Background: an optimization exercise with open tools, aiming at small area. Do not read the settings as production practice.
The RTL was checked by simulation tests, not by an equivalence proof against the original design.

// rx_chain
module rx_chain(
    input wire clk, reset,
    input wire signed [17:0] sig_in,  
    input wire [3:0] delay_chain1, delay_chain2, delay_chain3,
    output wire signed [17:0] decision_variable,  
    output wire signed [17:0] test_point3a, test_point3b
);
Size in the first run: about 4600 cells after synthesis, roughly 86 I/O pins, about 77000 µm² of cells after synthesis.
clock: 17.0 ns
lec_check: 0
cap_margin: 20
core_margin: 2
core_utilization: 45
cts_buf_list: sky130_fd_sc_hd__clkbuf_8
cts_cluster_diameter: 60
cts_cluster_size: 20
slew_margin: 20
synth_hierarchical: 1
synth_minimum_keep_size: 0
run.sh (not shown) runs the stock make flow with config.mk's settings and CLKGATE_MAP_FILE= SYNTH_SCRIPT=/design/flow/synth_recipe.tcl, a recipe that flattens the netlist after the stock synthesis.
The starting point completed with no timing, DRC or antenna violations.
Edit:
==> flow/flow/run.sh (new file) <==
#!/bin/bash
# The standard layout (the standard.sh, its synthesis unchanged) with two
# changes to how it is built: the port buffers use the smallest buffer cell, and
# the clock tree is built without dummy loads (clkbuf_8 buffers, clusters of at
# most 20 sinks within 60 um). make's output goes to standard.log; ORFS keeps
# each step's own log under orfs/logs.
set -euo pipefail
bash standard.sh finish \
  "BUFFER_PORTS_ARGS=-buffer_cell sky130_fd_sc_hd__buf_1" \
  "CTS_ARGS=-sink_clustering_enable -repair_clock_nets -dont_use_dummy_load -buf_list sky130_fd_sc_hd__clkbuf_8 -sink_clustering_size 20 -sink_clustering_max_diameter 60" \
  > standard.log 2>&1
==> flow/standard.sh (new file) <==
#!/bin/bash
# synth_recipe.tcl (not shown) runs the flow's synth.tcl, then flattens the netlist and writes it again
# the make line also repeats each setting of config.mk as NAME=value (left out here)
make -C /OpenROAD-flow-scripts/flow DESIGN_CONFIG=/design/flow/config.mk WORK_HOME=/design/flow/orfs CLKGATE_MAP_FILE= SYNTH_SCRIPT=/design/flow/synth_recipe.tcl "${@:-finish}"
--- a/flow/config.mk
+++ b/flow/config.mk
@@ -8,5 +8,5 @@
 export CAP_MARGIN = 20
 export CORE_MARGIN = 2
-export CORE_UTILIZATION = 45
+export CORE_UTILIZATION = 70
 export CTS_BUF_LIST = sky130_fd_sc_hd__clkbuf_8
 export CTS_CLUSTER_DIAMETER = 60
removed: flow/run.sh
- count of clock-buffer cells in the layout fell by 8
- first-iteration DRC count rose by about a fifth
- die area fell by a quarter to a third

* * *

## run 1
Another version of the RTL of rx_chain (not shown whole).
export LEC_CHECK = 0
export ABC_AREA = 1
export CAP_MARGIN = 20
export CORE_MARGIN = 2
export CORE_UTILIZATION = 45
export SLEW_MARGIN = 20
export SYNTH_HIERARCHICAL = 1
export SYNTH_MINIMUM_KEEP_SIZE = 0
create_clock -name core_clock -period 17.0 [get_ports {clk}]
Stock flow here: none of the scripts above is used.
Relative to run 1, the following input files were edited for run 2:
- an added CTS_CLUSTER_SIZE of 20
- an added CTS_BUF_LIST of sky130_fd_sc_hd__clkbuf_8
- an added CTS_CLUSTER_DIAMETER of 60
Compared to run 1, run 2 leaves more free space in the core.
Compared to run 1, the routing of run 2 uses less wire.
Status: part of the cycle the worst path needs parity (run 1, run 2)

* * *

build 65:
rx_chain with an RTL version that a note above also has.
For scale: ~2,300 flip-flops, ~86 I/O pins, ~77,000 µm² of cells after synthesis.
export LEC_CHECK = 0
export CAP_MARGIN = 20
export CORE_MARGIN = 2
export CORE_UTILIZATION = 45
export CTS_BUF_LIST = sky130_fd_sc_hd__clkbuf_8
export CTS_CLUSTER_DIAMETER = 60
export CTS_CLUSTER_SIZE = 20
export SLEW_MARGIN = 20
export SYNTH_HIERARCHICAL = 1
export SYNTH_MINIMUM_KEEP_SIZE = 0
create_clock -name core_clock -period 17.0 [get_ports {clk}]
standard.sh (not shown) runs the stock make flow with config.mk's settings and CLKGATE_MAP_FILE= SYNTH_SCRIPT=/design/flow/synth_recipe.tcl, a recipe that flattens the netlist after the stock synthesis.
==> flow/flow/run.sh <==
#!/bin/bash
# The standard layout (the standard.sh, its synthesis unchanged) with two
# changes to how it is built: the port buffers use the smallest buffer cell, and
# the clock tree is built without dummy loads (clkbuf_16 buffers, clusters of at
# most 30 sinks within 50 um). make's output goes to standard.log; ORFS keeps
# each step's own log under orfs/logs.
set -euo pipefail
bash standard.sh finish \
  "BUFFER_PORTS_ARGS=-buffer_cell sky130_fd_sc_hd__buf_1" \
  "CTS_ARGS=-sink_clustering_enable -repair_clock_nets -dont_use_dummy_load -buf_list sky130_fd_sc_hd__clkbuf_16 -sink_clustering_size 30 -sink_clustering_max_diameter 50" \
  > standard.log 2>&1
The final layout from build 65, which completed every stage, passed the timing, design-rule and antenna checks at the end of the flow.
The inputs of build 54 differ from those of build 65 as listed below.
==> flow/run.sh (new file) <==
#!/bin/bash
# synth_recipe.tcl (not shown) runs the flow's synth.tcl, then flattens the netlist and writes it again
# the make line also repeats each setting of config.mk as NAME=value (left out here)
make -C /OpenROAD-flow-scripts/flow DESIGN_CONFIG=/design/flow/config.mk WORK_HOME=/design/flow/orfs CLKGATE_MAP_FILE= SYNTH_SCRIPT=/design/flow/synth_recipe.tcl finish
-- flow/config.mk --
<<< build 65, line 9
export CORE_MARGIN = 2
export CORE_UTILIZATION = 45
export CTS_BUF_LIST = sky130_fd_sc_hd__clkbuf_8
>>> build 54, line 9
export CORE_MARGIN = 2
export CORE_UTILIZATION = 60
export CTS_BUF_LIST = sky130_fd_sc_hd__clkbuf_8
removed: flow/flow/run.sh
removed: flow/standard.sh
## What came out
- Looking at the reports, build 54 completed the entire flow and the layout it produced met the timing, design-rule and antenna checks.
- Relative to build 65, final critical path time including I/O delays and setup has gone up in build 54.
- Summary of the comparison: buffer count excluding the clock tree in the final layout is lower in build 54, relative to build 65.
- Against build 65, the final cell area of build 54 is lower.
- Period utilization (build 54 over build 65): increase, 0.80 points
## Diff of input files: build 34 against build 54
==> flow/flow/run.sh (new file) <==
#!/bin/bash
# The standard layout (the standard.sh, its synthesis unchanged) with two
# changes to how it is built: the port buffers use the smallest buffer cell, and
# the clock tree is built without dummy loads (clkbuf_8 buffers, clusters of at
# most 20 sinks within 60 um). make's output goes to standard.log; ORFS keeps
# each step's own log under orfs/logs.
set -euo pipefail
bash standard.sh finish \
  "BUFFER_PORTS_ARGS=-buffer_cell sky130_fd_sc_hd__buf_1" \
  "CTS_ARGS=-sink_clustering_enable -repair_clock_nets -dont_use_dummy_load -buf_list sky130_fd_sc_hd__clkbuf_8 -sink_clustering_size 20 -sink_clustering_max_diameter 60" \
  > standard.log 2>&1
==> flow/standard.sh (new file) <==
#!/bin/bash
# synth_recipe.tcl (not shown) runs the flow's synth.tcl, then flattens the netlist and writes it again
# the make line also repeats each setting of config.mk as NAME=value (left out here)
make -C /OpenROAD-flow-scripts/flow DESIGN_CONFIG=/design/flow/config.mk WORK_HOME=/design/flow/orfs CLKGATE_MAP_FILE= SYNTH_SCRIPT=/design/flow/synth_recipe.tcl "${@:-finish}"
-- flow/config.mk --
<<< build 54, line 9
export CORE_MARGIN = 2
export CORE_UTILIZATION = 60
export CTS_BUF_LIST = sky130_fd_sc_hd__clkbuf_8
>>> build 34, line 9
export CORE_MARGIN = 2
export CORE_UTILIZATION = 45
export CTS_BUF_LIST = sky130_fd_sc_hd__clkbuf_8
removed: flow/run.sh
==> comparison <==
Every stage of the flow completed for build 34, and the final layout passed the timing, design-rule and antenna checks. Compared with build 54, in build 34 final worst-path setup slack up 0.19 ns, relative area change from synthesis to final layout lost 0.38 points. Reported for build 54 and build 34, worst hold path stage count turned out identical to the last digit. Routability congestion estimate, build 34 vs build 54: down by a few percent. Compared with build 54, build 34 shows a lower first-pass iteration count of the detailed router. Cmp build 54 and build 34 / number of DRC markers after the initial detailed-route iteration / higher: build 54. Build 34 has number of placement rows above what build 54 had. Summary: with build 54 as the reference, final wirelength in build 34 moved up by a few percent. The final reports for build 34 and build 54 show maximum clock rate higher in the former.
Input-level comparison between build 84 and build 34:
==> flow/flow/run.sh <==
#!/bin/bash
# The standard layout (the standard.sh, its synthesis unchanged) with two
# changes to how it is built: the port buffers use the smallest buffer cell, and
# the clock tree is built without dummy loads (clkbuf_4 and clkbuf_8 buffers, clusters of at
# most 20 sinks within 60 um). make's output goes to standard.log; ORFS keeps
# each step's own log under orfs/logs.
set -euo pipefail
bash standard.sh finish \
  "BUFFER_PORTS_ARGS=-buffer_cell sky130_fd_sc_hd__buf_1" \
  "CTS_ARGS=-sink_clustering_enable -repair_clock_nets -dont_use_dummy_load -buf_list {sky130_fd_sc_hd__clkbuf_4 sky130_fd_sc_hd__clkbuf_8} -sink_clustering_size 20 -sink_clustering_max_diameter 60" \
  > standard.log 2>&1
-- flow/config.mk --
<<< build 34, line 9
export CORE_MARGIN = 2
export CORE_UTILIZATION = 45
export CTS_BUF_LIST = sky130_fd_sc_hd__clkbuf_8
>>> build 84, line 9
export CORE_MARGIN = 2
export CORE_UTILIZATION = 60
export CTS_BUF_LIST = sky130_fd_sc_hd__clkbuf_8
Findings:
Having completed the whole flow, build 84 delivered a layout that passed the timing, design-rule and antenna checks.
Taking build 34 as the reference, in build 84 post-placement cell area lost about 1%, cell count has decreased.
Of build 34 and build 84, build 34 shows the higher overall die width, with build 84 below it.
First-pass GRT wire length of build 84 falls short of that of build 34 by a few percent.

* * *

Starting RTL as in the previous note.
==> flow/config.mk <==
export PLATFORM = sky130hd
export DESIGN_NAME = rx_chain
export DESIGN_NICKNAME = rx_chain
export VERILOG_FILES = /design/flow/design.v
export SDC_FILE = /design/flow/constraint.sdc
export NUM_CORES = 4
export LEC_CHECK = 0
export CAP_MARGIN = 20
export CORE_MARGIN = 2
export CORE_UTILIZATION = 60
export CTS_BUF_LIST = sky130_fd_sc_hd__clkbuf_8
export CTS_CLUSTER_DIAMETER = 60
export CTS_CLUSTER_SIZE = 20
export SLEW_MARGIN = 20
export SYNTH_HIERARCHICAL = 1
export SYNTH_MINIMUM_KEEP_SIZE = 0
==> flow/constraint.sdc <==
create_clock -name core_clock -period 17.0 [get_ports {clk}]
set_input_delay 3.4000 -clock core_clock [delete_from_list [all_inputs] [get_ports {clk}]]
set_output_delay 3.4000 -clock core_clock [all_outputs]
set_load 0.01 [all_outputs]
==> flow/flow/run.sh <==
#!/bin/bash
# The standard layout (the standard.sh, its synthesis unchanged) with two
# changes to how it is built: the port buffers use the smallest buffer cell, and
# the clock tree is built without dummy loads (clkbuf_8 buffers, clusters of at
# most 20 sinks within 60 um). make's output goes to standard.log; ORFS keeps
# each step's own log under orfs/logs.
set -euo pipefail
bash standard.sh finish \
  "BUFFER_PORTS_ARGS=-buffer_cell sky130_fd_sc_hd__buf_1" \
  "CTS_ARGS=-sink_clustering_enable -repair_clock_nets -dont_use_dummy_load -buf_list sky130_fd_sc_hd__clkbuf_8 -sink_clustering_size 20 -sink_clustering_max_diameter 60" \
  > standard.log 2>&1
Next try:
==> flow/run.sh (new file) <==
#!/bin/bash
# synth_recipe.tcl (not shown) runs the flow's synth.tcl, then flattens the netlist and writes it again
# the make line also repeats each setting of config.mk as NAME=value (left out here)
make -C /OpenROAD-flow-scripts/flow DESIGN_CONFIG=/design/flow/config.mk WORK_HOME=/design/flow/orfs CLKGATE_MAP_FILE= SYNTH_SCRIPT=/design/flow/synth_recipe.tcl finish
CORE_UTILIZATION = 45   (was 60)
CTS_CLUSTER_DIAMETER = 50   (was 60)
CTS_CLUSTER_SIZE = 22   (was 20)
removed: flow/flow/run.sh
removed: flow/standard.sh
Final cell count came out higher by 10%.
Setup slack is better by 0.063 ns.
Synthesized cell count is unchanged.
Critical path depth stays the same.
Design area came out higher by 3.1%.
Sequential share of layout area is lower by 1.7 points.
Flip-flop and latch count stays the same.
Global-route usage fell by 6.4 points.
Next try:
CORE_UTILIZATION = 70   (was 45)
CTS_CLUSTER_DIAMETER = 60   (was 50)
CTS_CLUSTER_SIZE = 20   (was 22)
The new run finished with timing, DRC and antenna clean.
Via count went up by about 1.1%.
Routed wire length falls by 5.6%.
Area after synthesis stays the same.
Hold slack got worse by 0.0038 ns.
Die area goes down by 35%.
Clock skew came out lower by 0.0049 ns.

## port drivers added, routing unchanged
The results above use ideal ports. As a check the final layouts listed here were re-extracted and re-timed, cells and wires unchanged. Step 1 (the two cells are an assumption about what drives the block):
set clk [get_ports {clk}]
set_driving_cell -lib_cell sky130_fd_sc_hd__clkbuf_16 $clk
set_driving_cell -lib_cell sky130_fd_sc_hd__buf_2 [delete_from_list [all_inputs] $clk]
Step 2 adds t to the input delays and takes it off the output delays; t is the mean of the earliest and latest rising clock arrival at the registers after step 1. Input paths then give back, and output paths get back, about the clock's delay inside the block. a / b / c = no drivers / after step 1 / after step 2; a / b = the first two.
run | t, ns | slack for setup (ns) | worst hold slack (ns) | worst setup path at the end | cell pins on the clock port's net
the first run of note 1 | 0.969 | 5.762 / 5.762 / 5.762 | 0.306 / 0.306 / 0.306 | register to register | 1
the second run of note 1 | 0.892 | 5.749 / 5.749 / 5.749 | 0.241 / 0.241 / 0.241 | register to register | 1
run 1 | 0.937 | 6.370 / 6.303 / 6.303 | 0.301 / 0.301 / 0.301 | input to output | 1
run 2 | 1.050 | 6.363 / 6.287 / 6.287 | 0.301 / 0.301 / 0.301 | input to output | 1
build 65 | 0.830 | 5.726 / 5.726 / 5.726 | 0.257 / 0.257 / 0.257 | register to register | 1
build 54 | 0.938 | 5.589 / 5.589 / 5.589 | 0.312 / 0.312 / 0.312 | register to register | 1
build 34 | 0.946 | 5.776 / 5.776 / 5.776 | 0.246 / 0.246 / 0.246 | register to register | 1
build 84 | 0.893 | 5.699 / 5.699 / 5.699 | 0.274 / 0.274 / 0.274 | register to register | 1
the first run of note 4 | 0.893 | 5.699 / 5.699 / 5.699 | 0.274 / 0.274 / 0.274 | register to register | 1
the second run of note 4 | 0.966 | 5.761 / 5.761 / 5.761 | 0.299 / 0.299 / 0.299 | register to register | 1
the third run of note 4 | 0.926 | 5.726 / 5.726 / 5.726 | 0.295 / 0.295 / 0.295 | register to register | 1
After both steps every run listed still meets setup and hold. For run 2, which loses most, drivers alone change the setup slack by -0.076 ns; drivers and shift together by -0.076 ns.
